What follows belongs to an exercise in optimizing a design on an open flow for small area and a short achievable clock period; a production flow would make more cautious choices.
Where RTL was checked, it was by simulation tests only, not by an equivalence proof against the original.
Function not checked in run 5: the RTL went through the layout flow alone.
Power is estimated from default activity; no workload was simulated.

===== flow/design.v =====
`timescale 1ns / 1ps
module Label_Gen (
    input  logic [15:0] pixel,
    output logic [ 2:0] label_data
);
    logic n20, n21, n22, n23, n24, n25, n26, n27, n28, n29, n30, n31, n32, n33, n34, n35, n36, n37, n38, n39, n40, n41, n42, n43, n44, n45, n46, n47, n48, n49, n50, n51, n52, n53, n54, n55, n56, n57, n58, n59, n60, n61, n62, n63, n64, n65, n66, n67, n68, n69, n70, n71, n73, n74, n75, n76, n77, n78, n79, n80, n81, n82, n83, n84, n85, n86, n87, n88, n89, n90, n91, n92, n93, n94, n95, n96, n97, n98, n99, n100, n101, n102, n103, n104, n105, n106, n107, n108, n109, n110, n111, n112, n113, n114, n115, n116, n117, n118, n119, n120, n121, n122, n123, n124, n125, n126, n127, n128, n129, n130, n131, n132, n133, n134, n135, n136, n137, n138, n139, n140, n141, n142, n143, n144, n145, n146, n147, n148, n149, n150, n151, n152, n153, n154, n155, n156, n157, n158, n159, n160, n161, n162, n163, n164, n165, n166, n167, n168, n169, n170, n171, n172, n173, n174, n175, n176, n177, n178, n179, n180, n181, n182, n183, n184, n185, n186, n187, n188, n189, n190, n192, n193, n194, n195, n196;
    assign n20 = pixel[1] & ~pixel[0];
    assign n21 = ~pixel[6] & ~n20;
    assign n22 = ~pixel[1] & pixel[0];
    assign n23 = pixel[6] & pixel[5];
    assign n24 = n20 & n23;
    assign n25 = ~n22 & ~n24;
    assign n26 = ~n21 & n25;
    assign n27 = ~pixel[8] & ~pixel[6];
    assign n28 = ~pixel[11] & ~n27;
    assign n29 = pixel[5] & ~n28;
    assign n30 = ~pixel[14] & ~n29;
    assign n31 = ~n26 & n30;
    assign n32 = ~pixel[7] & ~n31;
    assign n33 = ~pixel[8] & ~pixel[7];
    assign n34 = pixel[12] & ~pixel[1];
    assign n35 = ~pixel[13] & ~n34;
    assign n36 = n33 & n35;
    assign n37 = pixel[6] & n20;
    assign n38 = ~pixel[2] & ~pixel[1];
    assign n39 = pixel[2] & pixel[0];
    assign n40 = ~n38 & ~n39;
    assign n41 = ~n37 & n40;
    assign n42 = ~n36 & ~n41;
    assign n43 = ~pixel[13] & ~pixel[11];
    assign n44 = ~n27 & ~n43;
    assign n45 = ~pixel[11] & pixel[0];
    assign n46 = ~pixel[11] & ~pixel[2];
    assign n47 = pixel[5] & pixel[0];
    assign n48 = ~n46 & ~n47;
    assign n49 = ~n45 & ~n48;
    assign n50 = ~n44 & ~n49;
    assign n51 = ~pixel[12] & pixel[1];
    assign n52 = ~n45 & n51;
    assign n53 = pixel[13] & pixel[12];
    assign n54 = ~pixel[10] & ~n53;
    assign n55 = ~n52 & n54;
    assign n56 = ~n50 & n55;
    assign n57 = ~n42 & n56;
    assign n58 = ~n32 & n57;
    assign n59 = ~pixel[6] & ~pixel[5];
    assign n60 = pixel[8] & ~n59;
    assign n61 = pixel[7] & n60;
    assign n62 = ~pixel[9] & ~n61;
    assign n63 = ~n58 & n62;
    assign n64 = pixel[1] & n39;
    assign n65 = pixel[3] & n64;
    assign n66 = pixel[11] & n53;
    assign n67 = pixel[14] & n66;
    assign n68 = ~n65 & ~n67;
    assign n69 = ~pixel[15] & n68;
    assign n70 = ~n63 & n69;
    assign n71 = pixel[10] & ~pixel[4];
    assign label_data[2] = n70 & n71;
    assign n73 = pixel[8] & pixel[7];
    assign n74 = ~pixel[9] & ~n73;
    assign n75 = ~n25 & n60;
    assign n76 = ~pixel[8] & ~n23;
    assign n77 = ~pixel[0] & n38;
    assign n78 = ~n76 & n77;
    assign n79 = pixel[3] & ~n78;
    assign n80 = ~n75 & n79;
    assign n81 = ~pixel[12] & pixel[11];
    assign n82 = ~pixel[1] & n81;
    assign n83 = pixel[2] & n82;
    assign n84 = ~pixel[12] & n43;
    assign n85 = pixel[14] & ~n84;
    assign n86 = ~n83 & ~n85;
    assign n87 = ~n59 & n81;
    assign n88 = pixel[12] & ~pixel[11];
    assign n89 = n23 & n88;
    assign n90 = ~n87 & ~n89;
    assign n91 = pixel[8] & ~n90;
    assign n92 = ~n86 & ~n91;
    assign n93 = ~n64 & ~n66;
    assign n94 = n27 & ~n93;
    assign n95 = ~n92 & ~n94;
    assign n96 = ~n80 & n95;
    assign n97 = n74 & ~n96;
    assign n98 = pixel[14] & n53;
    assign n99 = pixel[3] & pixel[2];
    assign n100 = pixel[1] & n99;
    assign n101 = ~n98 & ~n100;
    assign n102 = n59 & ~n101;
    assign n103 = n68 & ~n102;
    assign n104 = ~n23 & ~n103;
    assign n105 = n33 & ~n104;
    assign n106 = pixel[2] & pixel[1];
    assign n107 = ~pixel[3] & ~n106;
    assign n108 = ~n33 & ~n107;
    assign n109 = pixel[7] & pixel[0];
    assign n110 = n27 & n109;
    assign n111 = ~n108 & ~n110;
    assign n112 = ~pixel[7] & n59;
    assign n113 = pixel[9] & ~n112;
    assign n114 = pixel[8] & n113;
    assign n115 = n53 & ~n114;
    assign n116 = ~pixel[7] & ~n23;
    assign n117 = n66 & n116;
    assign n118 = n27 & n81;
    assign n119 = ~pixel[14] & ~n118;
    assign n120 = ~n117 & n119;
    assign n121 = ~n115 & n120;
    assign n122 = ~n111 & ~n121;
    assign n123 = pixel[9] & ~n122;
    assign n124 = ~n105 & n123;
    assign n125 = pixel[6] & n73;
    assign n126 = pixel[9] & n125;
    assign n127 = n68 & ~n126;
    assign n128 = ~n77 & ~n86;
    assign n129 = ~n127 & ~n128;
    assign n130 = pixel[10] & pixel[4];
    assign n131 = ~n129 & n130;
    assign n132 = ~n124 & n131;
    assign n133 = ~pixel[11] & pixel[6];
    assign n134 = pixel[13] & ~n133;
    assign n135 = ~n53 & ~n76;
    assign n136 = ~n134 & n135;
    assign n137 = pixel[14] & ~n136;
    assign n138 = ~pixel[1] & ~pixel[0];
    assign n139 = n99 & ~n138;
    assign n140 = ~pixel[6] & n99;
    assign n141 = ~n139 & ~n140;
    assign n142 = ~n137 & n141;
    assign n143 = ~n105 & n142;
    assign n144 = ~pixel[9] & ~n143;
    assign n145 = ~n33 & ~n125;
    assign n146 = ~n66 & n145;
    assign n147 = ~pixel[0] & ~n146;
    assign n148 = pixel[1] & ~n113;
    assign n149 = ~n147 & n148;
    assign n150 = ~pixel[2] & ~n149;
    assign n151 = pixel[0] & n116;
    assign n152 = n114 & ~n151;
    assign n153 = pixel[11] & ~pixel[0];
    assign n154 = n51 & ~n153;
    assign n155 = pixel[13] & ~n154;
    assign n156 = ~n35 & ~n45;
    assign n157 = pixel[2] & ~n156;
    assign n158 = ~n155 & n157;
    assign n159 = pixel[14] & ~n158;
    assign n160 = ~n152 & ~n159;
    assign n161 = ~n150 & n160;
    assign n162 = ~pixel[3] & ~n161;
    assign n163 = ~n144 & ~n162;
    assign n164 = n132 & n163;
    assign n165 = pixel[8] & n47;
    assign n166 = n74 & ~n165;
    assign n167 = ~pixel[10] & ~n166;
    assign n168 = n70 & ~n167;
    assign n169 = ~n164 & ~n168;
    assign n170 = ~n97 & ~n169;
    assign n171 = ~pixel[2] & n155;
    assign n172 = ~n64 & n145;
    assign n173 = ~pixel[11] & ~n172;
    assign n174 = n33 & ~n59;
    assign n175 = pixel[12] & ~n174;
    assign n176 = ~n173 & n175;
    assign n177 = ~pixel[13] & ~n176;
    assign n178 = ~pixel[3] & ~n177;
    assign n179 = ~n171 & ~n178;
    assign n180 = ~pixel[8] & n82;
    assign n181 = ~n33 & ~n53;
    assign n182 = n107 & n181;
    assign n183 = ~n61 & n182;
    assign n184 = ~n180 & n183;
    assign n185 = ~n179 & ~n184;
    assign n186 = n66 & n138;
    assign n187 = ~pixel[14] & ~n186;
    assign n188 = ~n185 & n187;
    assign n189 = pixel[15] & ~n188;
    assign n190 = pixel[4] & ~n189;
    assign label_data[1] = ~n170 | n190;
    assign n192 = pixel[14] & ~pixel[10];
    assign n193 = ~pixel[4] & n192;
    assign n194 = ~n139 & n193;
    assign n195 = ~n114 & n194;
    assign n196 = ~n170 & ~n195;
    assign label_data[0] = n189 & ~n196;
endmodule
`timescale 1ns / 1ps
module cam_pixel_labeler (
    input  logic        clk,
    input  logic        reset,
    input  logic        href,
    input  logic        vsync,
    input  logic [ 7:0] ov7670_data,
    output logic        we,
    output logic [16:0] wAddr,
    output logic [ 2:0] label_data,
    output logic        camera_dp_en,
    output logic        v_finish_camera,
    output logic [ 9:0] x_pixel_camera,
    output logic [ 9:0] y_pixel_camera
);
    logic [9:0] h_counter;
    logic [9:0] v_counter;
    logic       v_sync_flag;
    logic [7:0] hi_byte;
    logic [2:0] label_next;
    logic [9:0] h_next, v_next;
    logic [9:0] h_carry, v_carry;
    logic       line_end;
    logic [10:0] addr_hi, addr_sum;
    logic [11:0] addr_carry;
    assign x_pixel_camera = h_counter[9:1];
    assign y_pixel_camera = v_counter;
    assign camera_dp_en = ~(h_counter[9] & (h_counter[8] | h_counter[7])) &
                          ~(v_counter[9] | v_counter[8] | (&v_counter[7:4]));
    logic [10:0] op_a, op_b, cs_sum, cs_carry;
    assign op_a = {1'b0, v_counter};
    assign op_b = {v_counter[8:0], h_counter[8:7]};
    assign cs_sum   = op_a ^ op_b ^ {8'd0, h_counter[9], 2'b00};
    assign cs_carry = (op_a & op_b) | ((op_a ^ op_b) & {8'd0, h_counter[9], 2'b00});
    assign addr_hi  = cs_sum;
    assign addr_carry[0] = 1'b0;
    for (genvar i = 0; i < 11; i++) begin : g_addr
        logic y;
        if (i == 0) assign y = 1'b0;
        else        assign y = cs_carry[i-1];
        assign addr_sum[i]     = addr_hi[i] ^ y ^ addr_carry[i];
        assign addr_carry[i+1] = (addr_hi[i] & y) | (addr_carry[i] & (addr_hi[i] ^ y));
    end
    assign wAddr[5:0]  = h_counter[6:1];
    assign wAddr[16:6] = addr_sum;
    assign h_carry[0] = 1'b1;
    assign v_carry[0] = line_end;
    for (genvar i = 1; i < 10; i++) begin : g_carry
        assign h_carry[i] = h_carry[i-1] & h_counter[i-1];
        assign v_carry[i] = v_carry[i-1] & v_counter[i-1];
    end
    assign line_end = (h_counter == 10'd639);
    assign h_next = {10{href}} & (h_counter ^ h_carry);
    assign v_next = {10{~vsync}} & (v_counter ^ v_carry);
    always_ff @(posedge clk, posedge reset) begin
        if (reset) begin
            h_counter       <= 0;
            v_counter       <= 0;
            we              <= 1'b0;
            v_sync_flag     <= 1'b0;
            v_finish_camera <= 1'b0;
        end else begin
            h_counter       <= h_next;
            v_counter       <= v_next;
            we              <= href & h_counter[0];
            v_sync_flag     <= vsync;
            v_finish_camera <= vsync & ~v_sync_flag;
        end
    end
    always_ff @(posedge clk) begin
        hi_byte    <= ov7670_data;
        label_data <= label_next;
    end
    Label_Gen U_Label_Gen (
        .pixel     ({hi_byte, ov7670_data}),
        .label_data(label_next)
    );
endmodule

===== flow/flow/run.sh =====
#!/bin/bash
# Layout flow: the standard synthesis, then the combinational logic between the
# registers is re-synthesised for area with ABC (registers, their names and cell types
# untouched, equivalence checked), then the standard layout from that netlist, with
# the port buffers made from the smallest buffer cell and a small clock tree.
set -euo pipefail
WORK=$PWD
FLOW=$WORK/flow
RES=$WORK/orfs/results/$FLOW_PLATFORM/cam_pixel_labeler/base
YOSYS=$(command -v yosys || echo "$FLOW_HOME/../tools/install/yosys/bin/yosys")
export LIBERTY=$FLOW_HOME/platforms/sky130hd/lib/sky130_fd_sc_hd__tt_025C_1v80.lib
export FLOWDIR=$FLOW

bash standard.sh synth > 1_standard_synth.log 2>&1
cp "$RES/1_2_yosys.v" std_synth.v

NET=std_synth.v
if "$YOSYS" -c "$FLOW/reopt.tcl" > 2_reopt.log 2>&1 && [[ -s reopt.v ]]; then
  if "$YOSYS" -c "$FLOW/equiv.tcl" > 3_equiv.log 2>&1; then
    NET=reopt.v
  fi
fi
echo "netlist used: $NET" > netlist_choice.txt

bash standard.sh clean_synth > 4_clean_synth.log 2>&1
bash standard.sh "SYNTH_NETLIST_FILES=$WORK/$NET" \
  "BUFFER_PORTS_ARGS=-buffer_cell sky130_fd_sc_hd__buf_1" \
  "CTS_ARGS=-sink_clustering_enable -repair_clock_nets -dont_use_dummy_load -buf_list sky130_fd_sc_hd__clkbuf_4 -root_buf sky130_fd_sc_hd__clkbuf_4" \
  finish > 5_layout.log 2>&1

===== flow/flow/area.abc =====
strash
&get -n
&deepsyn -T 20 -S 1
&put
dch -f
amap
topo

===== flow/flow/delay_out.abc =====
strash
dch -f
map -D 1500
topo
stime -p

===== flow/flow/equiv.tcl =====
yosys -import
read_liberty -ignore_miss_func $::env(LIBERTY)
read_verilog std_synth.v
yosys rename cam_pixel_labeler gold
read_verilog reopt.v
yosys rename cam_pixel_labeler gate
flatten gold gate
opt_clean
async2sync
equiv_make gold gate eq
hierarchy -top eq
equiv_simple -seq 2
equiv_induct
equiv_status -assert

===== flow/flow/reopt.tcl =====
yosys -import
set lib $::env(LIBERTY)
set flow $::env(FLOWDIR)
read_liberty -ignore_miss_func $lib
read_verilog std_synth.v
hierarchy -top cam_pixel_labeler
# registers and tie cells stay as they are; everything else becomes plain gates
setattr -mod -set keep_hierarchy 1 sky130_fd_sc_hd__df*
setattr -mod -set keep_hierarchy 1 sky130_fd_sc_hd__conb_1
flatten
opt_clean
yosys cd cam_pixel_labeler
# the logic that drives the output ports wAddr and camera_dp_en is mapped for delay,
# the rest for area
set regs ":-sky130_fd_sc_hd__dfrtp_1:-sky130_fd_sc_hd__dfxtp_1"
select -set oc o:wAddr o:camera_dp_en %u %ci*$regs
abc -script $flow/delay_out.abc -liberty $lib -dont_use sky130_fd_sc_hd__lpflow_bleeder_1 -dont_use sky130_fd_sc_hd__lpflow_clkbufkapwr_1 -dont_use sky130_fd_sc_hd__lpflow_clkbufkapwr_16 -dont_use sky130_fd_sc_hd__lpflow_clkbufkapwr_2 -dont_use sky130_fd_sc_hd__lpflow_clkbufkapwr_4 -dont_use sky130_fd_sc_hd__lpflow_clkbufkapwr_8 -dont_use sky130_fd_sc_hd__lpflow_clkinvkapwr_1 -dont_use sky130_fd_sc_hd__lpflow_clkinvkapwr_16 -dont_use sky130_fd_sc_hd__lpflow_clkinvkapwr_2 -dont_use sky130_fd_sc_hd__lpflow_clkinvkapwr_4 -dont_use sky130_fd_sc_hd__lpflow_clkinvkapwr_8 -dont_use sky130_fd_sc_hd__lpflow_decapkapwr_12 -dont_use sky130_fd_sc_hd__lpflow_decapkapwr_3 -dont_use sky130_fd_sc_hd__lpflow_decapkapwr_4 -dont_use sky130_fd_sc_hd__lpflow_decapkapwr_6 -dont_use sky130_fd_sc_hd__lpflow_decapkapwr_8 -dont_use sky130_fd_sc_hd__lpflow_inputiso0n_1 -dont_use sky130_fd_sc_hd__lpflow_inputiso0p_1 -dont_use sky130_fd_sc_hd__lpflow_inputiso1n_1 -dont_use sky130_fd_sc_hd__lpflow_inputiso1p_1 -dont_use sky130_fd_sc_hd__lpflow_inputisolatch_1 -dont_use sky130_fd_sc_hd__lpflow_isobufsrc_1 -dont_use sky130_fd_sc_hd__lpflow_isobufsrc_16 -dont_use sky130_fd_sc_hd__lpflow_isobufsrc_2 -dont_use sky130_fd_sc_hd__lpflow_isobufsrc_4 -dont_use sky130_fd_sc_hd__lpflow_isobufsrc_8 -dont_use sky130_fd_sc_hd__lpflow_isobufsrckapwr_16 -dont_use sky130_fd_sc_hd__lpflow_lsbuf_lh_hl_isowell_tap_1 -dont_use sky130_fd_sc_hd__lpflow_lsbuf_lh_hl_isowell_tap_2 -dont_use sky130_fd_sc_hd__lpflow_lsbuf_lh_hl_isowell_tap_4 -dont_use sky130_fd_sc_hd__lpflow_lsbuf_lh_isowell_4 -dont_use sky130_fd_sc_hd__lpflow_lsbuf_lh_isowell_tap_1 -dont_use sky130_fd_sc_hd__lpflow_lsbuf_lh_isowell_tap_2 -dont_use sky130_fd_sc_hd__lpflow_lsbuf_lh_isowell_tap_4 -dont_use sky130_fd_sc_hd__probe_p_8 -dont_use sky130_fd_sc_hd__probec_p_8  @oc
select -set done o:wAddr o:camera_dp_en %u %ci*$regs
select -clear
abc -script $flow/area.abc -liberty $lib -dont_use sky130_fd_sc_hd__lpflow_bleeder_1 -dont_use sky130_fd_sc_hd__lpflow_clkbufkapwr_1 -dont_use sky130_fd_sc_hd__lpflow_clkbufkapwr_16 -dont_use sky130_fd_sc_hd__lpflow_clkbufkapwr_2 -dont_use sky130_fd_sc_hd__lpflow_clkbufkapwr_4 -dont_use sky130_fd_sc_hd__lpflow_clkbufkapwr_8 -dont_use sky130_fd_sc_hd__lpflow_clkinvkapwr_1 -dont_use sky130_fd_sc_hd__lpflow_clkinvkapwr_16 -dont_use sky130_fd_sc_hd__lpflow_clkinvkapwr_2 -dont_use sky130_fd_sc_hd__lpflow_clkinvkapwr_4 -dont_use sky130_fd_sc_hd__lpflow_clkinvkapwr_8 -dont_use sky130_fd_sc_hd__lpflow_decapkapwr_12 -dont_use sky130_fd_sc_hd__lpflow_decapkapwr_3 -dont_use sky130_fd_sc_hd__lpflow_decapkapwr_4 -dont_use sky130_fd_sc_hd__lpflow_decapkapwr_6 -dont_use sky130_fd_sc_hd__lpflow_decapkapwr_8 -dont_use sky130_fd_sc_hd__lpflow_inputiso0n_1 -dont_use sky130_fd_sc_hd__lpflow_inputiso0p_1 -dont_use sky130_fd_sc_hd__lpflow_inputiso1n_1 -dont_use sky130_fd_sc_hd__lpflow_inputiso1p_1 -dont_use sky130_fd_sc_hd__lpflow_inputisolatch_1 -dont_use sky130_fd_sc_hd__lpflow_isobufsrc_1 -dont_use sky130_fd_sc_hd__lpflow_isobufsrc_16 -dont_use sky130_fd_sc_hd__lpflow_isobufsrc_2 -dont_use sky130_fd_sc_hd__lpflow_isobufsrc_4 -dont_use sky130_fd_sc_hd__lpflow_isobufsrc_8 -dont_use sky130_fd_sc_hd__lpflow_isobufsrckapwr_16 -dont_use sky130_fd_sc_hd__lpflow_lsbuf_lh_hl_isowell_tap_1 -dont_use sky130_fd_sc_hd__lpflow_lsbuf_lh_hl_isowell_tap_2 -dont_use sky130_fd_sc_hd__lpflow_lsbuf_lh_hl_isowell_tap_4 -dont_use sky130_fd_sc_hd__lpflow_lsbuf_lh_isowell_4 -dont_use sky130_fd_sc_hd__lpflow_lsbuf_lh_isowell_tap_1 -dont_use sky130_fd_sc_hd__lpflow_lsbuf_lh_isowell_tap_2 -dont_use sky130_fd_sc_hd__lpflow_lsbuf_lh_isowell_tap_4 -dont_use sky130_fd_sc_hd__probe_p_8 -dont_use sky130_fd_sc_hd__probec_p_8  * @done %d
yosys cd
opt_clean -purge
hilomap -singleton -hicell sky130_fd_sc_hd__conb_1 HI -locell sky130_fd_sc_hd__conb_1 LO
select cam_pixel_labeler
write_verilog -noattr -selected reopt.v

===== flow/standard.sh =====
#!/bin/bash
# synth_recipe.tcl (not shown) runs the flow's synth.tcl, then flattens the netlist and writes it again
# the make line also repeats each setting of config.mk as NAME=value (left out here)
make -C /OpenROAD-flow-scripts/flow DESIGN_CONFIG=/design/flow/config.mk WORK_HOME=/design/flow/orfs CLKGATE_MAP_FILE= SYNTH_SCRIPT=/design/flow/synth_recipe.tcl "${@:-finish}"

===== flow/config.mk =====
export PLATFORM = sky130hd
export DESIGN_NAME = cam_pixel_labeler
export DESIGN_NICKNAME = cam_pixel_labeler
export VERILOG_FILES = /design/flow/design.v
export SDC_FILE = /design/flow/constraint.sdc
export NUM_CORES = 4
export LEC_CHECK = 0
export CAP_MARGIN = 20
export CORE_MARGIN = 2
export CORE_UTILIZATION = 40
export SLEW_MARGIN = 20

===== flow/constraint.sdc =====
create_clock -name core_clock -period 150.0 [get_ports {clk}]
set_input_delay 30.0000 -clock core_clock [delete_from_list [all_inputs] [get_ports {clk}]]
set_output_delay 30.0000 -clock core_clock [all_outputs]
set_load 0.01 [all_outputs]

==> flow_summary.yaml, run 1 <==
global_routing:
  gr-total-overflow: 0
  grt_use_total_pct: 19.0
  maximum_number_of_pins_on_one_net_before_global_route_repair: 24
  antenna_found_initial: 0
  grt_first_pass_wirelength_um: 9440
  via_count_of_the_first_global_routing_pass: 2118
worst_setup_path:
  worst-endpoint-arrival_ps: 3080
  critPathKind: "reg2out"
  timing.critical_path.required_ps: 120000
  critical_path.startpoint_type: "flip-flop"
  worstPathMaxFanout: 8
  timing.critical_path.to_type: "output pin"
hold_path:
  hold_path.class: "reg2reg"
run:
  maxCapViolCount: 0
sta:
  timing_hold_violations_final: 0
  slew_viol_final: 0
  tns_ps: 0
  number_of_setup_violations_in_the_final_report: 0
  post-route-worst-setup-slack_ps: 116920
  finalClockSkew_ps: 16.5
  period_needed_ps: 33080
  period_share_pct: 22.1
  unrepaired_setup_endpoints_after_global_routing: "false"
  tightest_slew_ps: 826
  timing.max_slew.rel_slack_pct: 44.6
  maxClockFrequency_ghz: 0.0302
cells_and_area:
  synthToLayoutAreaGrowth_pct: 14.8
  antenna-diode-count: 0
  postLayoutCellArea_sq_mm: 0.00251
  drive_above_1_share_pct: 1.84
  post-route-util_pct: 48.3
  finalNetCount: 395
  fillers: 550
logic_synthesis:
  yosys_warnings: 0
  post_synth_inst_count: 323
  mappedNetlistArea_sq_mm: 0.00219
  synthesis.area_per_instance_sq_um: 6.78
  synth_nets: 335
route:
  dr.pass1.iters: 4
  drt-initial-drc-count: 140
  drc_violations: 0
  drt-total-wl_um: 5540
  routedWlPerCell_um: 12.3
  detailroute.via_count: 2326
  avgViaCountPerCell: 5.16
  antenna_left: 0
clocking:
  cts-resized-gates: 0
  htree_num_levels: 2
  clkSinkCount: 34
  cts_tree: "built"
  tritoncts.num_buffers: 5
  ctsLongestPathBuffers: 2
  clock_tree.root_cell: "sky130_fd_sc_hd__clkbuf_4"
  postCtsSetupRepairBufs: 0
  worst_setup_hold_path_clk_slew_ps: 100
  postCtsHoldBufs: 0
  insertion_delay_ps: 330
floorplan:
  die_width_um: 78.0
  die_height_um: 78.0
  initial_core_util_pct: 42.1
  io_pins: 55
  std_cell_rows: 26
  core_sq_mm: 0.00520
  die_area_sq_mm: 0.00608
place:
  place_hpwl_um: 4320
  placed_cell_area_sq_mm: 0.00248
  place_worst_setup_slack_ps: 117270
  portBuffers: 53
  finalWeightedCongestion: 0.938
pwr:
  peakVddDrop_uv: 6.60
  powerDensity_mw_per_mm2: 6.55
  total_leakage_power_nw: 1.00
run_status:
  run_status: "complete, no violations"
## sequential cells by signal, indices dropped and copies added, names as in the netlist
signal and cells:
h_counter 10, v_counter 10, hi_byte 8, label_data 3
v_finish_camera 1, v_sync_flag 1, we 1
## layout by cell type, fill, tap and decap left out, types with 3 or more instances in the layout
cell / count
sky130_fd_sc_hd__nor2_1: 91
sky130_fd_sc_hd__buf_1: 53
sky130_fd_sc_hd__clkinv_1: 51
sky130_fd_sc_hd__nand2_1: 24
sky130_fd_sc_hd__dfrtp_1: 23
sky130_fd_sc_hd__o21ai_0: 21
sky130_fd_sc_hd__nor3_1: 21
sky130_fd_sc_hd__and3_1: 13
sky130_fd_sc_hd__a21oi_1: 11
sky130_fd_sc_hd__dfxtp_1: 11
sky130_fd_sc_hd__o21a_1: 5
sky130_fd_sc_hd__o22ai_1: 5
sky130_fd_sc_hd__and2_0: 5
sky130_fd_sc_hd__clkbuf_4: 5
sky130_fd_sc_hd__xor2_1: 4
sky130_fd_sc_hd__o21bai_1: 3
sky130_fd_sc_hd__a2111oi_0: 3
sky130_fd_sc_hd__a31oi_1: 3
## critical path: stages (launching register included)
cell and delay [ps]:
sky130_fd_sc_hd__dfrtp_1 450, sky130_fd_sc_hd__nor2_1 160, sky130_fd_sc_hd__a21oi_1 70, sky130_fd_sc_hd__o21ai_0 70
sky130_fd_sc_hd__nand2_1 80, sky130_fd_sc_hd__a21oi_1 250, sky130_fd_sc_hd__a21oi_1 150, sky130_fd_sc_hd__a21boi_0 290
sky130_fd_sc_hd__a21oi_1 140, sky130_fd_sc_hd__o21bai_1 210, sky130_fd_sc_hd__o21bai_1 110, sky130_fd_sc_hd__o21bai_1 290
sky130_fd_sc_hd__nand2_1 110, sky130_fd_sc_hd__a21boi_0 170, sky130_fd_sc_hd__nor2_1 60, sky130_fd_sc_hd__buf_1 120
## where the power goes
part	switching (mW)	internal [mW]
combinational	0.00162	0.000763
sequential	0.000254	0.00937
clock	0.00288	0.00157
total	0.00476	0.0117
## metal layers
layer  part of all wire, %  vias up  global-route usage [%]
met5                     0        -                       0
met4                   2.7        0                    6.84
met3                   6.7       19                    4.42
met2                    46       84                    32.3
met1                    44     1015                    23.4
li1                      -     1208                       -
## path summary, 6_finish.rpt
| check | endpoint | from | slack, ps | cells after the start |
|---|---|---|---|---|
| max | wAddr[16] | v_counter[0]$_DFF_PP0_ | 116920 | 15 |
| min reg2reg | v_finish_camera$_DFF_PP0_ | v_sync_flag$_DFF_PP0_ | 400 | 1 |
| min | v_finish_camera$_DFF_PP0_ | v_sync_flag$_DFF_PP0_ | 400 | 1 |
| max in group asynchronous | v_counter[6]$_DFF_PP0_ | reset | 119910 | 2 |
| min in group asynchronous | h_counter[4]$_DFF_PP0_ | reset | 29680 | 2 |
| max reg2reg | v_counter[9]$_DFF_PP0_ | h_counter[2]$_DFF_PP0_ | 147020 | 13 |
## final cells by class
cell class	count	area (sq um)	share of cell area [%]
clock buffer	5	37.5	1.49
inverter	51	191	7.62
multi-input combinational	238	1200	47.8
sequential	34	796	31.7
tap	70	87.6	3.48
timing repair buffer	53	199	7.91
## through the flow
step / instances / hold slack (ps) / power (mW)
finish: 451 / 401 / 0.0165
global route: 451 / 411 / 0.0173
global placement: 446 / 380 / 0.0122
detailed placement: 446 / 390 / 0.0122
floorplan: 323 / 378 / 0.0113
CTS: 451 / 404 / 0.0167
==> run 2: changes to the inputs <==
==> flow/flow/delay_out.abc (replaced) <==
strash
dch -f
map -D 800
topo
stime -p
==> flow/flow/fastfa.v (new file) <==
// Full-adder cells of the address adder, rebuilt from two-input gates so that the
// carry ripples through two nand2 gates per bit instead of a full-adder cell.
(* techmap_celltype = "sky130_fd_sc_hd__fa_1" *)
module fast_fa (A, B, CIN, COUT, SUM);
  input A, B, CIN;
  output COUT, SUM;
  wire p, g_n, t_n;
  sky130_fd_sc_hd__xor2_1  x_p (.A(A), .B(B), .X(p));
  sky130_fd_sc_hd__nand2_1 n_g (.A(A), .B(B), .Y(g_n));
  sky130_fd_sc_hd__nand2_1 n_t (.A(p), .B(CIN), .Y(t_n));
  sky130_fd_sc_hd__nand2_1 n_c (.A(g_n), .B(t_n), .Y(COUT));
  sky130_fd_sc_hd__xor2_1  x_s (.A(p), .B(CIN), .X(SUM));
endmodule
--- a/flow/flow/reopt.tcl
+++ b/flow/flow/reopt.tcl
@@ -9,2 +9,4 @@
 setattr -mod -set keep_hierarchy 1 sky130_fd_sc_hd__conb_1
+# full-adder cells from the adder mapping are kept too
+setattr -mod -set keep_hierarchy 1 sky130_fd_sc_hd__fa_*
 flatten
@@ -12,8 +14,8 @@
 yosys cd cam_pixel_labeler
-# the logic that drives the output ports wAddr and camera_dp_en is mapped for delay,
-# the rest for area
-set regs ":-sky130_fd_sc_hd__dfrtp_1:-sky130_fd_sc_hd__dfxtp_1"
-select -set oc o:wAddr o:camera_dp_en %u %ci*$regs
+# the gates that drive the output ports wAddr and camera_dp_en are mapped for
+# delay, the rest for area
+set stop ":-sky130_fd_sc_hd__dfrtp_1:-sky130_fd_sc_hd__dfxtp_1"
+select -set oc o:wAddr o:camera_dp_en %u %ci*$stop
 abc -script $flow/delay_out.abc -liberty $lib -dont_use sky130_fd_sc_hd__lpflow_bleeder_1 -dont_use sky130_fd_sc_hd__lpflow_clkbufkapwr_1 -dont_use sky130_fd_sc_hd__lpflow_clkbufkapwr_16 -dont_use sky130_fd_sc_hd__lpflow_clkbufkapwr_2 -dont_use sky130_fd_sc_hd__lpflow_clkbufkapwr_4 -dont_use sky130_fd_sc_hd__lpflow_clkbufkapwr_8 -dont_use sky130_fd_sc_hd__lpflow_clkinvkapwr_1 -dont_use sky130_fd_sc_hd__lpflow_clkinvkapwr_16 -dont_use sky130_fd_sc_hd__lpflow_clkinvkapwr_2 -dont_use sky130_fd_sc_hd__lpflow_clkinvkapwr_4 -dont_use sky130_fd_sc_hd__lpflow_clkinvkapwr_8 -dont_use sky130_fd_sc_hd__lpflow_decapkapwr_12 -dont_use sky130_fd_sc_hd__lpflow_decapkapwr_3 -dont_use sky130_fd_sc_hd__lpflow_decapkapwr_4 -dont_use sky130_fd_sc_hd__lpflow_decapkapwr_6 -dont_use sky130_fd_sc_hd__lpflow_decapkapwr_8 -dont_use sky130_fd_sc_hd__lpflow_inputiso0n_1 -dont_use sky130_fd_sc_hd__lpflow_inputiso0p_1 -dont_use sky130_fd_sc_hd__lpflow_inputiso1n_1 -dont_use sky130_fd_sc_hd__lpflow_inputiso1p_1 -dont_use sky130_fd_sc_hd__lpflow_inputisolatch_1 -dont_use sky130_fd_sc_hd__lpflow_isobufsrc_1 -dont_use sky130_fd_sc_hd__lpflow_isobufsrc_16 -dont_use sky130_fd_sc_hd__lpflow_isobufsrc_2 -dont_use sky130_fd_sc_hd__lpflow_isobufsrc_4 -dont_use sky130_fd_sc_hd__lpflow_isobufsrc_8 -dont_use sky130_fd_sc_hd__lpflow_isobufsrckapwr_16 -dont_use sky130_fd_sc_hd__lpflow_lsbuf_lh_hl_isowell_tap_1 -dont_use sky130_fd_sc_hd__lpflow_lsbuf_lh_hl_isowell_tap_2 -dont_use sky130_fd_sc_hd__lpflow_lsbuf_lh_hl_isowell_tap_4 -dont_use sky130_fd_sc_hd__lpflow_lsbuf_lh_isowell_4 -dont_use sky130_fd_sc_hd__lpflow_lsbuf_lh_isowell_tap_1 -dont_use sky130_fd_sc_hd__lpflow_lsbuf_lh_isowell_tap_2 -dont_use sky130_fd_sc_hd__lpflow_lsbuf_lh_isowell_tap_4 -dont_use sky130_fd_sc_hd__probe_p_8 -dont_use sky130_fd_sc_hd__probec_p_8  @oc
-select -set done o:wAddr o:camera_dp_en %u %ci*$regs
+select -set done o:wAddr o:camera_dp_en %u %ci*$stop
 select -clear
@@ -21,2 +23,4 @@
 yosys cd
+# the kept full adders become a faster gate form
+techmap -map $flow/fastfa.v t:sky130_fd_sc_hd__fa_1
 opt_clean -purge
==> run 2 against run 1 <==
Net effect: still clean; setup slack got worse by 120 ps; clock power fell by 2%; core utilization fell by 0.19 points; via count fell by 8.6%; die area fell by 1.8%; cell count fell by 7.5%; area after synthesis fell by 1.9%; power fell by 0.28%; critical endpoint unchanged; largest cell class unchanged; highest routed layer unchanged.
==> flow_summary.yaml, run 2 <==
cells_and_area:
  mostFrequentLayoutCell: "sky130_fd_sc_hd__buf_1"
  postLayoutCellArea_sq_mm: 0.00247
  finalNetCount: 361
  synthToLayoutAreaGrowth_pct: 15.1
  biggestRegsByFlops: "h_counter (10), v_counter (10), hi_byte (8)"
  drive_above_1_share_pct: 1.73
  antenna-diode-count: 0
  finalNonFillerCells: 417
  most-common-layout-cells: "sky130_fd_sc_hd__buf_1, sky130_fd_sc_hd__nor2_1, sky130_fd_sc_hd__nand2_1"
  fillers: 524
worst_setup_path:
  worstPathCellList: "xor2_1 > xor2_1 > xor2_1 > nand2_1 > nand2_1 > nand2_1 > nand2_1 > clkinv_1 > nand2_1 > nand2_1 > nand2_1 > nand2_1 > nand2_1 > nand2_1 > nand2_1 > nand2_1 > nand2_1 > nand2_1 > nand2_1 > nand2_1 > xnor2_1 > xnor2_1 > buf_1"
  worst_r2r_endpoint: "v_counter[9]$_DFF_PP0_"
  r2r_setup_slk_ps: 147030
  critical_path.startpoint_type: "flip-flop"
  timing.critical_path.required_ps: 120000
  critical_path.reg2reg.startpoint: "h_counter[2]$_DFF_PP0_"
  timing.critical_path.to_type: "output pin"
  critPathKind: "reg2out"
  slowest_cp_cell: "sky130_fd_sc_hd__dfrtp_1"
  crit_buf_inv: 2
  rr_worst_depth: 13
  cp_top_family: "simple AND/OR/NAND/NOR gates"
  timing.critical_path.from: "v_counter[0]$_DFF_PP0_"
  worst_path_most_repeated_cell: "sky130_fd_sc_hd__nand2_1"
  worst-endpoint-arrival_ps: 3200
  max_stage_delay_ps: 490
  worstPathMaxFanout: 8
place:
  placed_cell_area_sq_mm: 0.00243
  portBuffers: 53
  dp_cells: 412
  finalWeightedCongestion: 0.960
  place_hpwl_um: 3960
floorplan:
  io_pins: 55
  die_width_um: 77.3
  initial_core_util_pct: 41.8
  die_area_sq_mm: 0.00597
  die_height_um: 77.3
  std_cell_rows: 26
  core_sq_mm: 0.00514
sta:
  maxClockFrequency_ghz: 0.0301
  timing.max_slew.rel_slack_pct: 45.4
  unrepaired_setup_endpoints_after_global_routing: "false"
  tns_ps: 0
  finalClockSkew_ps: 15.7
  tightest_slew_ps: 814
  slew_viol_final: 0
  number_of_setup_violations_in_the_final_report: 0
  period_share_pct: 22.1
  worst_hold_slack_ps: 394
  timing_hold_violations_final: 0
  period_needed_ps: 33200
pwr:
  powerDensity_mw_per_mm2: 6.64
  swShare_pct: 28.6
  cellInternalPower_mw: 0.0117
  peakVddDrop_uv: 4.08
  part_of_the_power_in_registers_pct: 58.7
  power.clock.fraction_pct: 26.6
  total_leakage_power_nw: 1.04
  p_sw_mw: 0.00469
  power.share.combinational_pct: 14.6
logic_synthesis:
  mappedNetlistArea_sq_mm: 0.00215
  yosys_warnings: 0
  post_synth_inst_count: 289
  synth_nets: 301
  synthesis.area_per_instance_sq_um: 7.43
hold_path:
  timing.hold.worst_path_depth: 1
  hp-start: "v_sync_flag$_DFF_PP0_"
  holdPathEnd: "v_finish_camera$_DFF_PP0_"
  hold_path.class: "reg2reg"
route:
  detailroute.via_count: 2125
  avgViaCountPerCell: 5.10
  drt-initial-drc-count: 120
  dr.pass1.iters: 5
  drt-total-wl_um: 5200
  antenna_left: 0
  routedWlPerCell_um: 12.5
  drc_violations: 0
clocking:
  cts_tree: "built"
  clkSinkCount: 34
  insertion_delay_ps: 330
  tritoncts.num_buffers: 5
  ctsLongestPathBuffers: 2
  postCtsHoldBufs: 0
  cts-resized-gates: 0
  postCtsSetupRepairBufs: 0
  htree_num_levels: 2
  clock_tree.root_cell: "sky130_fd_sc_hd__clkbuf_4"
  worst_setup_hold_path_clk_slew_ps: 110
global_routing:
  gr-total-overflow: 0
  maximum_number_of_pins_on_one_net_before_global_route_repair: 24
  grt_use_total_pct: 18.2
  via_count_of_the_first_global_routing_pass: 1915
  grt_first_pass_wirelength_um: 8820
  antenna_found_initial: 0
run_status:
  run_status: "complete, no violations"
run:
  maxCapViolCount: 0
-- run 2: changes by cell type in the layout (fill, tap and decap cells not counted), sizes merged, moves of 4 or more --
cell / previous run / this run
nor2: 91 / 51
clkinv: 51 / 26
nand2: 24 / 42
xor2: 4 / 21
o21ai: 21 / 9
xnor2: 1 / 9
nand3: 2 / 7
nor3: 21 / 26
o22ai: 5 / 1
-- run 2: area by class of cell --
class | count | area, sq um | area share [%]
inverter | 26 | 97.6 | 3.95
clock buffer | 5 | 37.5 | 1.52
sequential | 34 | 796 | 32.2
multi-input combinational | 229 | 1250 | 50.8
tap | 70 | 87.6 | 3.54
timing repair buffer | 53 | 199 | 8.05
-- run 2: power groups by stage --
stage,Sequential (mW),Clock (mW),Combinational [mW]
global route,0.00968,0.00496,0.00271
detailed placement,0.00983,0,0.00236
CTS,0.00964,0.00462,0.00237
finish,0.00964,0.00437,0.00240
floorplan,0.00984,0,0.00147
global placement,0.00984,0,0.00241
-- run 2: worst max-delay path by stage --
stage	slack, ps	cells past startpoint	endpoint
floorplan	117390	22	wAddr[16]
global placement	117230	23	wAddr[16]
detailed placement	117160	23	wAddr[16]
CTS	116740	23	wAddr[16]
global route	116460	23	wAddr[16]
finish	116800	23	wAddr[16]
-- run 2: metal layers --
layer,vias to the layer above,global-route usage (%),part of all wire (%)
met5,-,0,0
met4,0,7.86,2.1
met3,10,3.88,5.7
met2,67,30.1,47
met1,950,23.0,45
li1,1098,-,-
-- run 2: metrics by stage --
stage / power (mW) / setup WS, ps / util (%)
after floorplan: 0.0113 / 117390 / -
after detailed placement: 0.0122 / 117160 / 47.4
after CTS: 0.0166 / 116740 / 48.1
after global routing: 0.0174 / 116460 / 48.1
final: 0.0164 / 116800 / 48.1
after global placement: 0.0123 / 117230 / 47.4
==> run 3: changes to the inputs <==
==> flow/flow/reopt.tcl (replaced) <==
yosys -import
set lib $::env(LIBERTY)
set flow $::env(FLOWDIR)
read_liberty -ignore_miss_func $lib
read_verilog std_synth.v
hierarchy -top cam_pixel_labeler
# registers and tie cells stay as they are; everything else becomes plain gates
setattr -mod -set keep_hierarchy 1 sky130_fd_sc_hd__df*
setattr -mod -set keep_hierarchy 1 sky130_fd_sc_hd__conb_1
# full-adder cells from the adder mapping are kept too
setattr -mod -set keep_hierarchy 1 sky130_fd_sc_hd__fa_*
flatten
opt_clean
abc -script $flow/area.abc -liberty $lib -dont_use sky130_fd_sc_hd__lpflow_bleeder_1 -dont_use sky130_fd_sc_hd__lpflow_clkbufkapwr_1 -dont_use sky130_fd_sc_hd__lpflow_clkbufkapwr_16 -dont_use sky130_fd_sc_hd__lpflow_clkbufkapwr_2 -dont_use sky130_fd_sc_hd__lpflow_clkbufkapwr_4 -dont_use sky130_fd_sc_hd__lpflow_clkbufkapwr_8 -dont_use sky130_fd_sc_hd__lpflow_clkinvkapwr_1 -dont_use sky130_fd_sc_hd__lpflow_clkinvkapwr_16 -dont_use sky130_fd_sc_hd__lpflow_clkinvkapwr_2 -dont_use sky130_fd_sc_hd__lpflow_clkinvkapwr_4 -dont_use sky130_fd_sc_hd__lpflow_clkinvkapwr_8 -dont_use sky130_fd_sc_hd__lpflow_decapkapwr_12 -dont_use sky130_fd_sc_hd__lpflow_decapkapwr_3 -dont_use sky130_fd_sc_hd__lpflow_decapkapwr_4 -dont_use sky130_fd_sc_hd__lpflow_decapkapwr_6 -dont_use sky130_fd_sc_hd__lpflow_decapkapwr_8 -dont_use sky130_fd_sc_hd__lpflow_inputiso0n_1 -dont_use sky130_fd_sc_hd__lpflow_inputiso0p_1 -dont_use sky130_fd_sc_hd__lpflow_inputiso1n_1 -dont_use sky130_fd_sc_hd__lpflow_inputiso1p_1 -dont_use sky130_fd_sc_hd__lpflow_inputisolatch_1 -dont_use sky130_fd_sc_hd__lpflow_isobufsrc_1 -dont_use sky130_fd_sc_hd__lpflow_isobufsrc_16 -dont_use sky130_fd_sc_hd__lpflow_isobufsrc_2 -dont_use sky130_fd_sc_hd__lpflow_isobufsrc_4 -dont_use sky130_fd_sc_hd__lpflow_isobufsrc_8 -dont_use sky130_fd_sc_hd__lpflow_isobufsrckapwr_16 -dont_use sky130_fd_sc_hd__lpflow_lsbuf_lh_hl_isowell_tap_1 -dont_use sky130_fd_sc_hd__lpflow_lsbuf_lh_hl_isowell_tap_2 -dont_use sky130_fd_sc_hd__lpflow_lsbuf_lh_hl_isowell_tap_4 -dont_use sky130_fd_sc_hd__lpflow_lsbuf_lh_isowell_4 -dont_use sky130_fd_sc_hd__lpflow_lsbuf_lh_isowell_tap_1 -dont_use sky130_fd_sc_hd__lpflow_lsbuf_lh_isowell_tap_2 -dont_use sky130_fd_sc_hd__lpflow_lsbuf_lh_isowell_tap_4 -dont_use sky130_fd_sc_hd__probe_p_8 -dont_use sky130_fd_sc_hd__probec_p_8 
opt_clean -purge
hilomap -singleton -hicell sky130_fd_sc_hd__conb_1 HI -locell sky130_fd_sc_hd__conb_1 LO
select cam_pixel_labeler
write_verilog -noattr -selected reopt.v
removed: flow/flow/delay_out.abc
removed: flow/flow/fastfa.v
==> run 3 against run 2 <==
Net effect: sequential cell count unchanged; fmax decreased by 4.4%; synthesized cell count decreased by 9.7%; die area decreased by 5.1%; still clean; core utilization increased by 0.76 points; setup slack got worse by 1500 ps; register-to-register slack got worse by 230 ps; critical path type unchanged; clock power about the same; non-clock buffer count unchanged; count of clock-buffer cells in the layout unchanged; combinational power about the same.
==> flow_summary.yaml, run 3 <==
run_status:
  run_status: "complete, no violations"
place:
  place_hpwl_um: 3840
  portBuffers: 53
  finalWeightedCongestion: 0.953
sta:
  slew_viol_final: 0
  tightest_slew_ps: 808
  timing_hold_violations_final: 0
  maxClockFrequency_ghz: 0.0288
  tns_ps: 0
  period_needed_ps: 34710
  number_of_setup_violations_in_the_final_report: 0
  period_share_pct: 23.1
  finalClockSkew_ps: 9.68
  worst_hold_slack_ps: 393
  timing.max_slew.rel_slack_pct: 45.8
  unrepaired_setup_endpoints_after_global_routing: "false"
worst_setup_path:
  timing.critical_path.required_ps: 120000
  critical_path.startpoint_type: "flip-flop"
  timing.critical_path.from: "v_counter[0]$_DFF_PP0_"
  worst_r2r_endpoint: "v_counter[9]$_DFF_PP0_"
  worstPathMaxFanout: 7
  rr_worst_depth: 16
  max_stage_delay_ps: 570
  timing.critical_path.to_type: "output pin"
  slowest_cp_cell: "sky130_fd_sc_hd__fa_1"
  critical_path.reg2reg.startpoint: "h_counter[1]$_DFF_PP0_"
  worstPathCellList: "fa_1 > fa_1 > fa_1 > clkinv_1 > fa_1 > fa_1 > fa_1 > fa_1 > fa_1 > fa_1 > a21oi_1 > nor2_1 > a21oi_1 > buf_1"
  worst_path_most_repeated_cell: "sky130_fd_sc_hd__fa_1"
  worst-endpoint-arrival_ps: 4710
  critPathKind: "reg2out"
  r2r_setup_slk_ps: 146800
  worstSetupEndpoint: "wAddr[16]"
pwr:
  powerDensity_mw_per_mm2: 6.95
  power_mw: 0.0164
  total_leakage_power_nw: 0.875
  peakVddDrop_uv: 4.37
route:
  drt-initial-drc-count: 144
  antenna_left: 0
  drt-total-wl_um: 5020
  drc_violations: 0
  dr.pass1.iters: 5
  avgViaCountPerCell: 5.44
  routedWlPerCell_um: 13.0
  detailroute.via_count: 2101
cells_and_area:
  biggestRegsByFlops: "h_counter (10), v_counter (10), hi_byte (8)"
  most-common-layout-cells: "sky130_fd_sc_hd__buf_1, sky130_fd_sc_hd__nor2_1, sky130_fd_sc_hd__clkinv_1"
  post-route-util_pct: 48.9
  antenna-diode-count: 0
  mostFrequentLayoutCell: "sky130_fd_sc_hd__buf_1"
  drive_above_1_share_pct: 1.57
  synthToLayoutAreaGrowth_pct: 15.8
  finalNetCount: 342
clocking:
  cts-resized-gates: 0
  cts_tree: "built"
  postCtsSetupRepairBufs: 0
  clkSinkCount: 34
  htree_num_levels: 2
  insertion_delay_ps: 320
  worst_setup_hold_path_clk_slew_ps: 100
  postCtsHoldBufs: 0
  tritoncts.num_buffers: 5
  clock_tree.root_cell: "sky130_fd_sc_hd__clkbuf_4"
  ctsLongestPathBuffers: 2
floorplan:
  die_area_sq_mm: 0.00567
  die_height_um: 75.3
  core_sq_mm: 0.00482
  initial_core_util_pct: 42.2
  std_cell_rows: 25
  io_pins: 55
  die_width_um: 75.3
hold_path:
  hold_path.class: "reg2reg"
  hp-start: "v_sync_flag$_DFF_PP0_"
global_routing:
  gr-total-overflow: 0
  via_count_of_the_first_global_routing_pass: 1817
  grt_first_pass_wirelength_um: 8250
  grt_use_total_pct: 19.1
  maximum_number_of_pins_on_one_net_before_global_route_repair: 24
  antenna_found_initial: 0
logic_synthesis:
  synth_nets: 282
  synthesis.area_per_instance_sq_um: 7.79
  mappedNetlistArea_sq_mm: 0.00203
  yosys_warnings: 0
  post_synth_inst_count: 261
run:
  maxCapViolCount: 0
[run 3: cell types whose count changed in the layout (fill, tap and decap cells not counted), moves of 3 or more]
| cell | change |
|---|---|
| sky130_fd_sc_hd__clkinv_1 | +11 |
| sky130_fd_sc_hd__xor2_1 | -21 |
| sky130_fd_sc_hd__o21a_1 | -4 |
| sky130_fd_sc_hd__and3_1 | -9 |
| sky130_fd_sc_hd__nor3_1 | -14 |
| sky130_fd_sc_hd__fa_1 | +9 |
| sky130_fd_sc_hd__o21ai_0 | +14 |
| sky130_fd_sc_hd__xnor2_1 | -9 |
| sky130_fd_sc_hd__a31oi_1 | +3 |
| sky130_fd_sc_hd__a21oi_1 | +4 |
| sky130_fd_sc_hd__nand2_1 | -14 |
[run 3: how the worst min path moves through the flow]
stage	cells past startpoint	slack [ps]	to
floorplan	1	370	v_finish_camera$_DFF_PP0_
global placement	1	380	v_finish_camera$_DFF_PP0_
detailed placement	1	380	v_finish_camera$_DFF_PP0_
CTS	1	400	v_finish_camera$_DFF_PP0_
global route	1	410	v_finish_camera$_DFF_PP0_
finish	1	390	v_finish_camera$_DFF_PP0_
[run 3: per-stage QoR]
stage | cell area (sq um) | worst slack [ps] | instances
final | 2350 | 115290 | 386
after global routing | 2350 | 115010 | 386
after CTS | 2350 | 115260 | 386
after detailed placement | 2320 | 115650 | 381
after global placement | 2320 | 115700 | 381
after floorplan | 2030 | 115880 | 261
[run 3: power breakdown]
group	total, mW	switching (mW)	internal, mW
sequential	0.00960	0.000230	0.00937
combinational	0.00239	0.00164	0.000755
clock	0.00436	0.00280	0.00157
total	0.0164	0.00466	0.0117
[run 3: final cells by class]
class                           count  area, sq um
Inverter                           37          139
Fill cell                         502         2460
Multi-Input combinational cell    190         1100
Tap cell                           67         83.8
Sequential cell                    34          796
Clock buffer                        5         37.5
Timing Repair Buffer               53          199
[run 3: layer usage]
metal / up-vias / wire [um] / GRT usage [%]
met2: 117 / 2210 / 29.6
met4: 0 / 105 / 8.19
met1: 944 / 2270 / 26.4
li1: 1027 / - / -
met3: 13 / 436 / 3.44
met5: - / 0 / 0
[run 3: worst max-delay path: cells and delay by family, from the launching register on]
kind	cells	cell delay (ps)
buffers and inverters	2	240
and+or+nand+nor	1	60
adders and majority gates	9	3310
AOI/OAI and AO/OA	2	310
DFF	1	470
==> run 4: changes to the inputs <==
==> flow/flow/fastfa.v (new file) <==
// Full-adder cells of the address adder, rebuilt from two-input gates so that the
// carry ripples through two nand2 gates per bit instead of a full-adder cell.
(* techmap_celltype = "sky130_fd_sc_hd__fa_1" *)
module fast_fa (A, B, CIN, COUT, SUM);
  input A, B, CIN;
  output COUT, SUM;
  wire p, g_n, t_n;
  sky130_fd_sc_hd__xor2_1  x_p (.A(A), .B(B), .X(p));
  sky130_fd_sc_hd__nand2_1 n_g (.A(A), .B(B), .Y(g_n));
  sky130_fd_sc_hd__nand2_1 n_t (.A(p), .B(CIN), .Y(t_n));
  sky130_fd_sc_hd__nand2_1 n_c (.A(g_n), .B(t_n), .Y(COUT));
  sky130_fd_sc_hd__xor2_1  x_s (.A(p), .B(CIN), .X(SUM));
endmodule
--- a/flow/flow/reopt.tcl
+++ b/flow/flow/reopt.tcl
@@ -14,2 +14,4 @@
 abc -script $flow/area.abc -liberty $lib -dont_use sky130_fd_sc_hd__lpflow_bleeder_1 -dont_use sky130_fd_sc_hd__lpflow_clkbufkapwr_1 -dont_use sky130_fd_sc_hd__lpflow_clkbufkapwr_16 -dont_use sky130_fd_sc_hd__lpflow_clkbufkapwr_2 -dont_use sky130_fd_sc_hd__lpflow_clkbufkapwr_4 -dont_use sky130_fd_sc_hd__lpflow_clkbufkapwr_8 -dont_use sky130_fd_sc_hd__lpflow_clkinvkapwr_1 -dont_use sky130_fd_sc_hd__lpflow_clkinvkapwr_16 -dont_use sky130_fd_sc_hd__lpflow_clkinvkapwr_2 -dont_use sky130_fd_sc_hd__lpflow_clkinvkapwr_4 -dont_use sky130_fd_sc_hd__lpflow_clkinvkapwr_8 -dont_use sky130_fd_sc_hd__lpflow_decapkapwr_12 -dont_use sky130_fd_sc_hd__lpflow_decapkapwr_3 -dont_use sky130_fd_sc_hd__lpflow_decapkapwr_4 -dont_use sky130_fd_sc_hd__lpflow_decapkapwr_6 -dont_use sky130_fd_sc_hd__lpflow_decapkapwr_8 -dont_use sky130_fd_sc_hd__lpflow_inputiso0n_1 -dont_use sky130_fd_sc_hd__lpflow_inputiso0p_1 -dont_use sky130_fd_sc_hd__lpflow_inputiso1n_1 -dont_use sky130_fd_sc_hd__lpflow_inputiso1p_1 -dont_use sky130_fd_sc_hd__lpflow_inputisolatch_1 -dont_use sky130_fd_sc_hd__lpflow_isobufsrc_1 -dont_use sky130_fd_sc_hd__lpflow_isobufsrc_16 -dont_use sky130_fd_sc_hd__lpflow_isobufsrc_2 -dont_use sky130_fd_sc_hd__lpflow_isobufsrc_4 -dont_use sky130_fd_sc_hd__lpflow_isobufsrc_8 -dont_use sky130_fd_sc_hd__lpflow_isobufsrckapwr_16 -dont_use sky130_fd_sc_hd__lpflow_lsbuf_lh_hl_isowell_tap_1 -dont_use sky130_fd_sc_hd__lpflow_lsbuf_lh_hl_isowell_tap_2 -dont_use sky130_fd_sc_hd__lpflow_lsbuf_lh_hl_isowell_tap_4 -dont_use sky130_fd_sc_hd__lpflow_lsbuf_lh_isowell_4 -dont_use sky130_fd_sc_hd__lpflow_lsbuf_lh_isowell_tap_1 -dont_use sky130_fd_sc_hd__lpflow_lsbuf_lh_isowell_tap_2 -dont_use sky130_fd_sc_hd__lpflow_lsbuf_lh_isowell_tap_4 -dont_use sky130_fd_sc_hd__probe_p_8 -dont_use sky130_fd_sc_hd__probec_p_8 
+# the kept full adders become a faster gate form
+techmap -map $flow/fastfa.v t:sky130_fd_sc_hd__fa_1
 opt_clean -purge
==> run 4 against run 3 <==
Net effect: still clean; clock power increased by 0.9%; fmax grew 4.5%; sequential cell count unchanged; sequential share of layout area fell by 1.1 points; sequential power barely moved; via count is 6.6% higher; core utilization fell by 1.2 points; critical endpoint unchanged.
==> flow_summary.yaml, run 4 <==
run_status:
  run_status: "complete, no violations"
clocking:
  clock_tree.root_cell: "sky130_fd_sc_hd__clkbuf_4"
  tritoncts.num_buffers: 5
  cts_tree: "built"
  htree_num_levels: 2
  postCtsHoldBufs: 0
  insertion_delay_ps: 340
  postCtsSetupRepairBufs: 0
  worst_setup_hold_path_clk_slew_ps: 110
  clkSinkCount: 34
  cts-resized-gates: 0
  ctsLongestPathBuffers: 2
sta:
  period_share_pct: 22.1
  maxClockFrequency_ghz: 0.0301
  timing_hold_violations_final: 0
  tightest_slew_ps: 804
  unrepaired_setup_endpoints_after_global_routing: "false"
  finalClockSkew_ps: 33.2
  slew_viol_final: 0
  number_of_setup_violations_in_the_final_report: 0
  tns_ps: 0
  timing.max_slew.rel_slack_pct: 46.1
  period_needed_ps: 33220
pwr:
  peakVddDrop_uv: 5.10
  total_leakage_power_nw: 0.997
  powerDensity_mw_per_mm2: 6.72
hold_path:
  timing.hold.worst_path_depth: 1
  hold_path.class: "reg2reg"
cells_and_area:
  antenna-diode-count: 0
  drive_above_1_share_pct: 1.41
  finalNetCount: 369
  most-common-layout-cells: "sky130_fd_sc_hd__nand2_1, sky130_fd_sc_hd__buf_1, sky130_fd_sc_hd__nor2_1"
  biggestRegsByFlops: "h_counter (10), v_counter (10), hi_byte (8)"
  post-route-util_pct: 47.7
  synthToLayoutAreaGrowth_pct: 15.3
  mostFrequentLayoutCell: "sky130_fd_sc_hd__nand2_1"
route:
  drc_violations: 0
  antenna_left: 0
  drt-initial-drc-count: 149
  routedWlPerCell_um: 12.0
  avgViaCountPerCell: 5.27
  dr.pass1.iters: 4
  detailroute.via_count: 2240
  drt-total-wl_um: 5120
worst_setup_path:
  rr_worst_depth: 16
  worstPathMaxFanout: 8
  worst-endpoint-arrival_ps: 3220
  critPathKind: "reg2out"
  worstPathCellList: "xor2_1 > xor2_1 > xor2_1 > nand2_1 > nand2_1 > nand2_1 > nand2_1 > clkinv_1 > nand2_1 > nand2_1 > nand2_1 > nand2_1 > nand2_1 > nand2_1 > nand2_1 > nand2_1 > nand2_1 > nand2_1 > nand2_1 > nand2_1 > a21oi_1 > nor2_1 > a21oi_1 > buf_1"
  max_stage_delay_ps: 480
  r2r_setup_slk_ps: 146770
  timing.critical_path.required_ps: 120000
  slowest_cp_cell: "sky130_fd_sc_hd__dfrtp_1"
  critical_path.startpoint_type: "flip-flop"
  timing.critical_path.to_type: "output pin"
  worst_path_most_repeated_cell: "sky130_fd_sc_hd__nand2_1"
logic_synthesis:
  synth_nets: 309
  post_synth_inst_count: 297
  synthesis.area_per_instance_sq_um: 7.11
  mappedNetlistArea_sq_mm: 0.00211
  yosys_warnings: 0
floorplan:
  die_width_um: 76.7
  initial_core_util_pct: 41.4
  die_area_sq_mm: 0.00588
  core_sq_mm: 0.00511
  io_pins: 55
  std_cell_rows: 26
  die_height_um: 76.7
place:
  finalWeightedCongestion: 0.971
  portBuffers: 53
  place_hpwl_um: 3910
global_routing:
  grt_use_total_pct: 18.1
  gr-total-overflow: 0
  antenna_found_initial: 0
  grt_first_pass_wirelength_um: 8820
  via_count_of_the_first_global_routing_pass: 1943
  maximum_number_of_pins_on_one_net_before_global_route_repair: 24
run:
  maxCapViolCount: 0
-- run 4: changes by cell type in the layout (fill, tap and decap cells not counted), sizes merged --
cell	before	now
nand2	28	55
xor2	0	18
fa	9	0
-- run 4: final cells by class --
type / count / area [sq um]
Sequential cell: 34 / 796
Timing Repair Buffer: 53 / 199
Clock buffer: 5 / 37.5
Inverter: 37 / 139
Multi-Input combinational cell: 226 / 1180
Fill cell: 540 / 2670
Tap cell: 70 / 87.6
-- run 4: power breakdown --
| part | internal (mW) | switching, mW | leakage, nW |
|---|---|---|---|
| clock | 0.00157 | 0.00283 | 0.0230 |
| combinational | 0.000755 | 0.00160 | 0.567 |
| sequential | 0.00938 | 0.000240 | 0.407 |
| total | 0.0117 | 0.00467 | 0.997 |
-- run 4: worst paths after layout --
| kind | start | endpoint |
|---|---|---|
| setup / recovery | v_counter[0]$_DFF_PP0_ | wAddr[16] |
| hold / removal | v_sync_flag$_DFF_PP0_ | v_finish_camera$_DFF_PP0_ |
| setup reg to reg | h_counter[1]$_DFF_PP0_ | v_counter[9]$_DFF_PP0_ |
| hold reg to reg | v_sync_flag$_DFF_PP0_ | v_finish_camera$_DFF_PP0_ |
| max in group asynchronous | reset | v_counter[3]$_DFF_PP0_ |
| min in group asynchronous | reset | h_counter[0]$_DFF_PP0_ |
-- run 4: stage by stage --
stage | hold WS (ps) | instances | setup slack (ps) | cell area [sq um] | power (mW)
final | 399 | 425 | 116780 | 2440 | 0.0164
after global routing | 431 | 425 | 116240 | 2440 | 0.0173
after CTS | 404 | 425 | 116740 | 2440 | 0.0165
after detailed placement | 389 | 420 | 117140 | 2400 | 0.0121
after global placement | 399 | 420 | 117210 | 2400 | 0.0122
after floorplan | 373 | 297 | 117350 | 2110 | 0.0113
-- run 4: routing by layer --
| layer | up-vias | track usage (%) | wire length [um] |
|---|---|---|---|
| li1 | 1135 | - | - |
| met1 | 981 | 24.0 | 2300 |
| met2 | 105 | 28.7 | 2300 |
| met3 | 19 | 4.71 | 412 |
| met4 | 0 | 5.82 | 104 |
| met5 | - | 0 | 0 |
-- run 4: worst max-delay path, delay by kind of cell, from the launching register on --
family                    cells  cell delay (ps)
AOI/OAI and AO/OA             2              290
and+or+nand+nor              17             1180
buffers and inverters         2              240
xor gates and xnor gates      3              690
DFF                           1              480
==> run 5: changes to the inputs <==
--- a/flow/design.v
+++ b/flow/design.v
@@ -208,3 +208,3 @@
     logic       line_end;
-    logic [10:0] addr_hi, addr_sum;
+    logic [10:0] addr_sum;
     logic [11:0] addr_carry;
@@ -214,15 +214,16 @@
                           ~(v_counter[9] | v_counter[8] | (&v_counter[7:4]));
-    logic [10:0] op_a, op_b, cs_sum, cs_carry;
-    assign op_a = {1'b0, v_counter};
-    assign op_b = {v_counter[8:0], h_counter[8:7]};
-    assign cs_sum   = op_a ^ op_b ^ {8'd0, h_counter[9], 2'b00};
-    assign cs_carry = (op_a & op_b) | ((op_a ^ op_b) & {8'd0, h_counter[9], 2'b00});
-    assign addr_hi  = cs_sum;
+    logic [10:0] addr_w, addr_b;
+    logic [10:2] addr_e;
+    assign addr_w[1:0] = v_counter[1:0];
+    assign addr_e[2]   = h_counter[9];
+    for (genvar i = 2; i < 10; i++) begin : g_addr_inc
+        assign addr_w[i]   = v_counter[i] ^ addr_e[i];
+        assign addr_e[i+1] = v_counter[i] & addr_e[i];
+    end
+    assign addr_w[10] = addr_e[10];
+    assign addr_b = {v_counter[8:0], h_counter[8:7]};
     assign addr_carry[0] = 1'b0;
     for (genvar i = 0; i < 11; i++) begin : g_addr
-        logic y;
-        if (i == 0) assign y = 1'b0;
-        else        assign y = cs_carry[i-1];
-        assign addr_sum[i]     = addr_hi[i] ^ y ^ addr_carry[i];
-        assign addr_carry[i+1] = (addr_hi[i] & y) | (addr_carry[i] & (addr_hi[i] ^ y));
+        assign addr_sum[i]     = addr_w[i] ^ addr_b[i] ^ addr_carry[i];
+        assign addr_carry[i+1] = (addr_w[i] & addr_b[i]) | (addr_carry[i] & (addr_w[i] ^ addr_b[i]));
     end
==> run 5 against run 4 <==
Net effect: sequential share of layout area is 0.41 points lower; core utilization is 0.31 points higher; first-iteration DRC count is 65% higher; clock skew is 8.2 ps lower; largest power group unchanged; critical path depth is 2 lower; area after synthesis is 1.5% higher; setup slack worse by 280 ps; routed wire length is 9.3% higher; power is 1.0% higher; sequential cell count stayed put; count of clock-buffer cells in the layout stayed put.
==> flow_summary.yaml, run 5 <==
route:
  detailroute.via_count: 2299
  drt-total-wl_um: 5590
  drt-initial-drc-count: 246
  dr.pass1.iters: 5
  drc_violations: 0
  routedWlPerCell_um: 13.0
  avgViaCountPerCell: 5.36
  antenna_left: 0
place:
  portBuffers: 53
  place_hpwl_um: 4320
  finalWeightedCongestion: 0.941
  place_worst_setup_slack_ps: 116880
clocking:
  tritoncts.num_buffers: 5
  postCtsHoldBufs: 0
  postCtsSetupRepairBufs: 0
  cts_tree: "built"
  worst_setup_hold_path_clk_slew_ps: 120
  insertion_delay_ps: 340
  cts-resized-gates: 0
  htree_num_levels: 2
  clkSinkCount: 34
  clock_tree.root_cell: "sky130_fd_sc_hd__clkbuf_4"
  ctsLongestPathBuffers: 2
global_routing:
  via_count_of_the_first_global_routing_pass: 2049
  maximum_number_of_pins_on_one_net_before_global_route_repair: 24
  grt_use_total_pct: 19.6
  grt_first_pass_wirelength_um: 9330
  antenna_found_initial: 0
  gr-total-overflow: 0
sta:
  unrepaired_setup_endpoints_after_global_routing: "false"
  tns_ps: 0
  timing_hold_violations_final: 0
  slew_viol_final: 0
  timing.max_slew.rel_slack_pct: 44.9
  number_of_setup_violations_in_the_final_report: 0
  maxClockFrequency_ghz: 0.0298
  period_share_pct: 22.3
  period_needed_ps: 33510
  finalClockSkew_ps: 25.0
  tightest_slew_ps: 821
  post-route-worst-setup-slack_ps: 116490
cells_and_area:
  fillers: 569
  multiInputGateArea_sq_mm: 0.00113
  register_area_sq_um: 796
  synthToLayoutAreaGrowth_pct: 15.1
  mostFrequentLayoutCell: "sky130_fd_sc_hd__clkinv_1"
  biggestRegsByFlops: "h_counter (10), v_counter (10), hi_byte (8)"
  most-common-layout-cells: "sky130_fd_sc_hd__clkinv_1, sky130_fd_sc_hd__nor2_1, sky130_fd_sc_hd__buf_1"
  finalNetCount: 373
  drive_above_1_share_pct: 1.39
  antenna-diode-count: 0
worst_setup_path:
  worst-endpoint-arrival_ps: 3510
  critical_path.startpoint_type: "flip-flop"
  timing.critical_path.to_type: "output pin"
  worstPathMaxFanout: 5
  timing.critical_path.required_ps: 120000
  critPathKind: "reg2out"
pwr:
  swShare_pct: 29.1
  power.clock.fraction_pct: 26.8
  powerDensity_mw_per_mm2: 6.70
  p_sw_mw: 0.00482
  part_of_the_power_in_registers_pct: 58.1
  power.share.combinational_pct: 15.1
  total_leakage_power_nw: 0.956
  cellInternalPower_mw: 0.0117
  peakVddDrop_uv: 4.39
run:
  maxCapViolCount: 0
floorplan:
  initial_core_util_pct: 41.7
  die_area_sq_mm: 0.00596
  std_cell_rows: 26
  die_width_um: 77.2
  io_pins: 55
  die_height_um: 77.2
  core_sq_mm: 0.00514
logic_synthesis:
  synth_nets: 313
  mappedNetlistArea_sq_mm: 0.00214
  post_synth_inst_count: 301
  yosys_warnings: 0
  synthesis.area_per_instance_sq_um: 7.12
hold_path:
  hold_path.class: "reg2reg"
run_status:
  run_status: "complete, no violations"
## run 5: cell types whose count changed in the layout (fill, tap and decap cells not counted), sizes merged, moves of 4 or more
cell,delta
o21a,+4
nor2,+4
clkinv,+20
o22ai,+6
nand2,-19
a21oi,-4
a31oi,+4
o21ai,-7
nand3,-4
## run 5: area by class of cell
type                    instances  area share (%)
multi-input cells             210            45.9
inverters                      57            8.67
clock buffers                   5            1.52
well taps                      70            3.55
flip-flops and latches         34            32.3
repair buffers                 53            8.06
## run 5: power groups by stage
stage	Clock (mW)	Combinational, mW	Sequential (mW)
after floorplan	0	0.00154	0.00981
after global placement	0	0.00248	0.00979
after detailed placement	0	0.00242	0.00979
after CTS	0.00471	0.00244	0.00960
after global routing	0.00520	0.00277	0.00964
final	0.00443	0.00250	0.00961
## run 5: critical path: stages (launching register included)
cell	delay, ps
sky130_fd_sc_hd__dfrtp_1	440
sky130_fd_sc_hd__clkinv_1	170
sky130_fd_sc_hd__nor2_1	170
sky130_fd_sc_hd__clkinv_1	90
sky130_fd_sc_hd__nor2_1	160
sky130_fd_sc_hd__clkinv_1	130
sky130_fd_sc_hd__nor2_1	140
sky130_fd_sc_hd__clkinv_1	150
sky130_fd_sc_hd__nor2_1	160
sky130_fd_sc_hd__clkinv_1	100
sky130_fd_sc_hd__o22ai_1	260
sky130_fd_sc_hd__xor2_1	250
sky130_fd_sc_hd__nand2_1	70
sky130_fd_sc_hd__nand2_1	100
sky130_fd_sc_hd__nand2_1	60
sky130_fd_sc_hd__nand2_1	100
sky130_fd_sc_hd__nand2_1	60
sky130_fd_sc_hd__nand2_1	100
sky130_fd_sc_hd__nand2_1	60
sky130_fd_sc_hd__nand2_1	90
sky130_fd_sc_hd__nor2_1	50
sky130_fd_sc_hd__a21oi_1	120
sky130_fd_sc_hd__buf_1	160
## run 5: path summary, 6_finish.rpt
kind                                             start                        end  slack [ps]  cells after the start
worst max-delay path            v_counter[2]$_DFF_PP0_                  wAddr[16]      116490                     22
worst min-delay path             v_sync_flag$_DFF_PP0_  v_finish_camera$_DFF_PP0_         400                      1
worst max register to register      hi_byte[5]$_DFF_P_      label_data[1]$_DFF_P_      147230                     12
worst min register to register   v_sync_flag$_DFF_PP0_  v_finish_camera$_DFF_PP0_         400                      1
max in group asynchronous                        reset     v_counter[9]$_DFF_PP0_      119910                      2
min in group asynchronous                        reset     h_counter[5]$_DFF_PP0_       29660                      2
## run 5: routing by layer
metal | track usage (%) | vias to the layer above | routed length [um]
met4 | 11.6 | 0 | 250
li1 | - | 1145 | -
met1 | 24.7 | 1021 | 2360
met3 | 4.59 | 26 | 425
met2 | 30.3 | 107 | 2560
met5 | 0 | - | 0
## run 5: per-stage QoR
stage	power [mW]	area [sq um]	hold WS, ps	instances	utilization [%]
2_1_floorplan	0.0113	2140	373	301	-
6_report	0.0165	2470	396	429	48.0
4_1_cts	0.0168	2470	398	429	48.0
3_5_place_dp	0.0122	2430	382	424	47.3
5_1_grt	0.0176	2470	413	429	48.0
3_3_place_gp	0.0123	2430	380	424	47.3

Setup slack of run 5, layout unchanged: 116.493 ns with ideal ports, 116.466 ns with driving cells assumed (clock clkbuf_16, inputs buf_2), 116.824 ns with port delays also shifted by the 0.358 ns mid clock arrival.
